Source: an optimization exercise on an open RTL-to-GDS flow (aim: small area, a short achievable clock period and few clock cycles). Production flows keep margins and buffers that such runs may drop.
The RTL was checked by simulation tests, not by an equivalence proof against the original design.

==> flow/design.v (excerpt) <==
module DivDebug(
  input         clock,
                reset,
                io_v,
  input  [31:0] io_a,
                io_b,
  input  [1:0]  io_op,
  output [31:0] io_res,
  output        io_res_valid
);
==> module DivDebug, before the edit <==
module DivDebug(
  input         clock,
                reset,
                io_v,
  input  [31:0] io_a,
                io_b,
  input  [1:0]  io_op,
  output [31:0] io_res,
  output        io_res_valid
);
  localparam [2:0] S_IDLE = 3'd0, S_BIAS = 3'd1, S_ALIGN = 3'd2, S_DIV = 3'd3,
                   S_FIX = 3'd4, S_DONE = 3'd5;
  reg [2:0]  state;
  reg [32:0] R;       
  reg [32:0] Dx;      
  reg [31:0] Q;       
  reg [4:0]  cnt;
  reg        cin;     
  reg        valid;
  wire signd = ~io_op[0];
  wire in_sa = signd & io_a[31];
  wire in_sb = signd & io_b[31];
  wire in_bz = ~|io_b;
  wire in_fix = io_op[1] ? in_sa : (in_sa ^ in_sb);
  wire sa  = in_sa;                
  wire rq  = io_op[1];             
  wire fix = in_fix & ~in_bz;      
  wire nq  = fix & ~io_op[1];      
  wire [32:0] Dld = {in_sb, io_b} ^ {33{in_sb ^ (state == S_IDLE)}};
  wire [33:0] T1 = {R, 1'b1} + {Dx, cin};
  wire [32:0] T = T1[33:1];
  wire        acc = T[32] ~^ sa;
  wire        grow = acc & (Dx[32] ~^ Dx[31]) & (~(Dx[32] ^ cin) | (Dx[30] ^ cin));
  wire [7:0]  nzR, nzD;
  wire [7:0]  zDup;     
  genvar n;
  generate
    for (n = 0; n < 8; n = n + 1) begin : nib
      assign nzR[n] = R[32]  ? ~&R[4*n+3:4*n]  : |R[4*n+3:4*n];
      assign nzD[n] = Dx[32] ? ~&Dx[4*n+3:4*n] : |Dx[4*n+3:4*n];
      assign zDup[n] = ~|nzD[7:n];
    end
  endgenerate
  wire        big = |(nzR[7:1] & zDup[6:0]);
  wire        last = (state == S_DIV) ? (cnt == 5'd1) : (cnt == 5'd0);
  wire        step = (state == S_DIV) | ((state == S_ALIGN) & ~grow & ~big);
  wire [31:0] Qn = {Q[30:0], (acc & step) ^ nq};
  always @(posedge clock) begin
    if (reset) begin
      state <= S_IDLE;
      valid <= 1'b0;
    end else begin
      valid <= 1'b0;
      case (state)
        S_IDLE: if (io_v) begin
          state <= in_bz ? S_DIV : (in_sa ? S_BIAS : S_ALIGN);
        end
        S_BIAS: state <= S_ALIGN;
        S_ALIGN, S_DIV: if (step & last) begin
          state <= fix ? S_FIX : S_DONE;
          valid <= ~fix;
        end else if (step) state <= S_DIV;
        S_FIX: begin state <= S_DONE; valid <= 1'b1; end
        default: state <= S_IDLE;
      endcase
    end
  end
  always @(posedge clock) begin
    Q <= Qn;
    case (state)
      S_IDLE: begin
        R   <= {in_sa, io_a};
        Dx  <= Dld | {33{in_sa}};
        Q   <= {32{nq | in_bz}};
        cnt <= {4'd0, in_bz};
        cin <= (~in_sa & ~in_sb) | in_bz;
      end
      S_BIAS: begin
        R   <= T;
        Dx  <= Dld;
        cin <= in_sb;
      end
      S_ALIGN, S_DIV: begin
        if (!step) begin
          if (big) begin
            Dx  <= {Dx[28:0], {4{cin}}};
            cnt <= cnt + 5'd4;
          end else begin
            Dx  <= {Dx[31:0], cin};
            cnt <= cnt + 5'd1;
          end
        end else begin
          if (state == S_DIV) cnt <= cnt - 5'd1;
          if (last) begin
            if (rq) begin if (acc) R <= T; end
            else R <= {1'b0, Qn};
            Dx  <= 33'd0;
            cin <= 1'b1;
          end else begin
            if (acc) R <= T;
            Dx <= {Dx[32], Dx[32:1]};
          end
        end
      end
      S_FIX: begin
        R  <= T;
        Dx <= Dld;
      end
      default: Dx <= Dld;
    endcase
  end
  assign io_res = R[31:0];
  assign io_res_valid = valid;
endmodule
==> flow/config.mk <==
export PLATFORM = sky130hd
export DESIGN_NAME = DivDebug
export DESIGN_NICKNAME = DivDebug
export VERILOG_FILES = /design/flow/design.v
export SDC_FILE = /design/flow/constraint.sdc
export NUM_CORES = 4
export LEC_CHECK = 0
export ABC_AREA = 1
export CAP_MARGIN = 20
export CORE_MARGIN = 2
export CORE_UTILIZATION = 40
export SETUP_SLACK_MARGIN = 3.3
export SLEW_MARGIN = 20
export TNS_END_PERCENT = 5
==> flow/constraint.sdc <==
create_clock -name core_clock -period 6.0 [get_ports {clock}]
set_input_delay 1.2000 -clock core_clock [delete_from_list [all_inputs] [get_ports {clock}]]
set_output_delay 1.2000 -clock core_clock [all_outputs]
set_load 0.01 [all_outputs]
standard.sh (not shown) runs the stock make flow with config.mk's settings and CLKGATE_MAP_FILE= SYNTH_SCRIPT=/design/flow/synth_recipe.tcl, a recipe that flattens the netlist after the stock synthesis.
==> flow/flow/run.sh <==
#!/bin/bash
# The standard layout (the standard.sh, unchanged synthesis and steps), with
# plain sky130_fd_sc_hd__buf_1 cells as the port buffers instead of the default.
set -euo pipefail
export BUFFER_PORTS_ARGS="-buffer_cell sky130_fd_sc_hd__buf_1"
bash standard.sh > standard_sh.log 2>&1
Testbench counts at the start, summed over its fixed seeds: cycles 35,497.
Then changed:
--- a/flow/design.v
+++ b/flow/design.v
@@ -23,10 +23,10 @@
   wire in_bz = ~|io_b;
   wire in_fix = io_op[1] ? in_sa : (in_sa ^ in_sb);
   wire sa  = in_sa;                
   wire rq  = io_op[1];             
-  wire fix = in_fix & ~in_bz;      
-  wire nq  = fix & ~io_op[1];      
+  wire fix = in_fix;               
+  wire nq  = in_fix & ~io_op[1];   
   wire [32:0] Dld = {in_sb, io_b} ^ {33{in_sb ^ (state == S_IDLE)}};
   wire [33:0] T1 = {R, 1'b1} + {Dx, cin};
   wire [32:0] T = T1[33:1];
   wire        acc = T[32] ~^ sa;
@@ -52,9 +52,10 @@
     end else begin
       valid <= 1'b0;
       case (state)
         S_IDLE: if (io_v) begin
-          state <= in_bz ? S_DIV : (in_sa ? S_BIAS : S_ALIGN);
+          state <= in_bz ? S_DONE : (in_sa ? S_BIAS : S_ALIGN);
+          valid <= in_bz;
         end
         S_BIAS: state <= S_ALIGN;
         S_ALIGN, S_DIV: if (step & last) begin
           state <= fix ? S_FIX : S_DONE;
@@ -68,13 +69,13 @@
   always @(posedge clock) begin
     Q <= Qn;
     case (state)
       S_IDLE: begin
-        R   <= {in_sa, io_a};
+        R   <= {in_sa & ~in_bz, io_a | {32{in_bz & ~io_op[1]}}};
         Dx  <= Dld | {33{in_sa}};
-        Q   <= {32{nq | in_bz}};
-        cnt <= {4'd0, in_bz};
-        cin <= (~in_sa & ~in_sb) | in_bz;
+        Q   <= {32{in_fix & ~io_op[1]}};
+        cnt <= 5'd0;
+        cin <= ~in_sa & ~in_sb;
       end
       S_BIAS: begin
         R   <= T;
         Dx  <= Dld;
=> The new run ran to the end with no violations. Core utilization is lower by 0.69 points. Worst setup slack gets worse by 11 ps. Routed wire length is higher by 11%.
Testbench counts after the change, summed over its fixed seeds: cycles 35,308.

re-timing with driven ports:
The results above use ideal ports. As a check the final layouts listed here were re-extracted and re-timed, cells and wires unchanged. Step 1 assumes that a clkbuf_16 drives the clock port and a buf_2 every other input. Step 2 adds t to the input delays and takes it off the output delays; t is the mean of the earliest and latest rising clock arrival at the registers after step 1. Input paths then give back, and output paths get back, about the clock's delay inside the block. Three values: ideal, step 1, step 2; two values: the first two.
| run | t (ns) | slack for setup (ns) | worst data-port slew with drivers (ns) |
|---|---|---|---|
| the first run | 0.411 | 3.103 / 3.103 / 2.807 | 0.03 |
| the second run | 0.407 | 3.092 / 3.092 / 2.770 | 0.04 |
After both steps setup and hold are still met in every run listed. For the second run, which loses most, drivers alone change the setup slack by 0.000 ns; drivers and shift together by -0.322 ns.
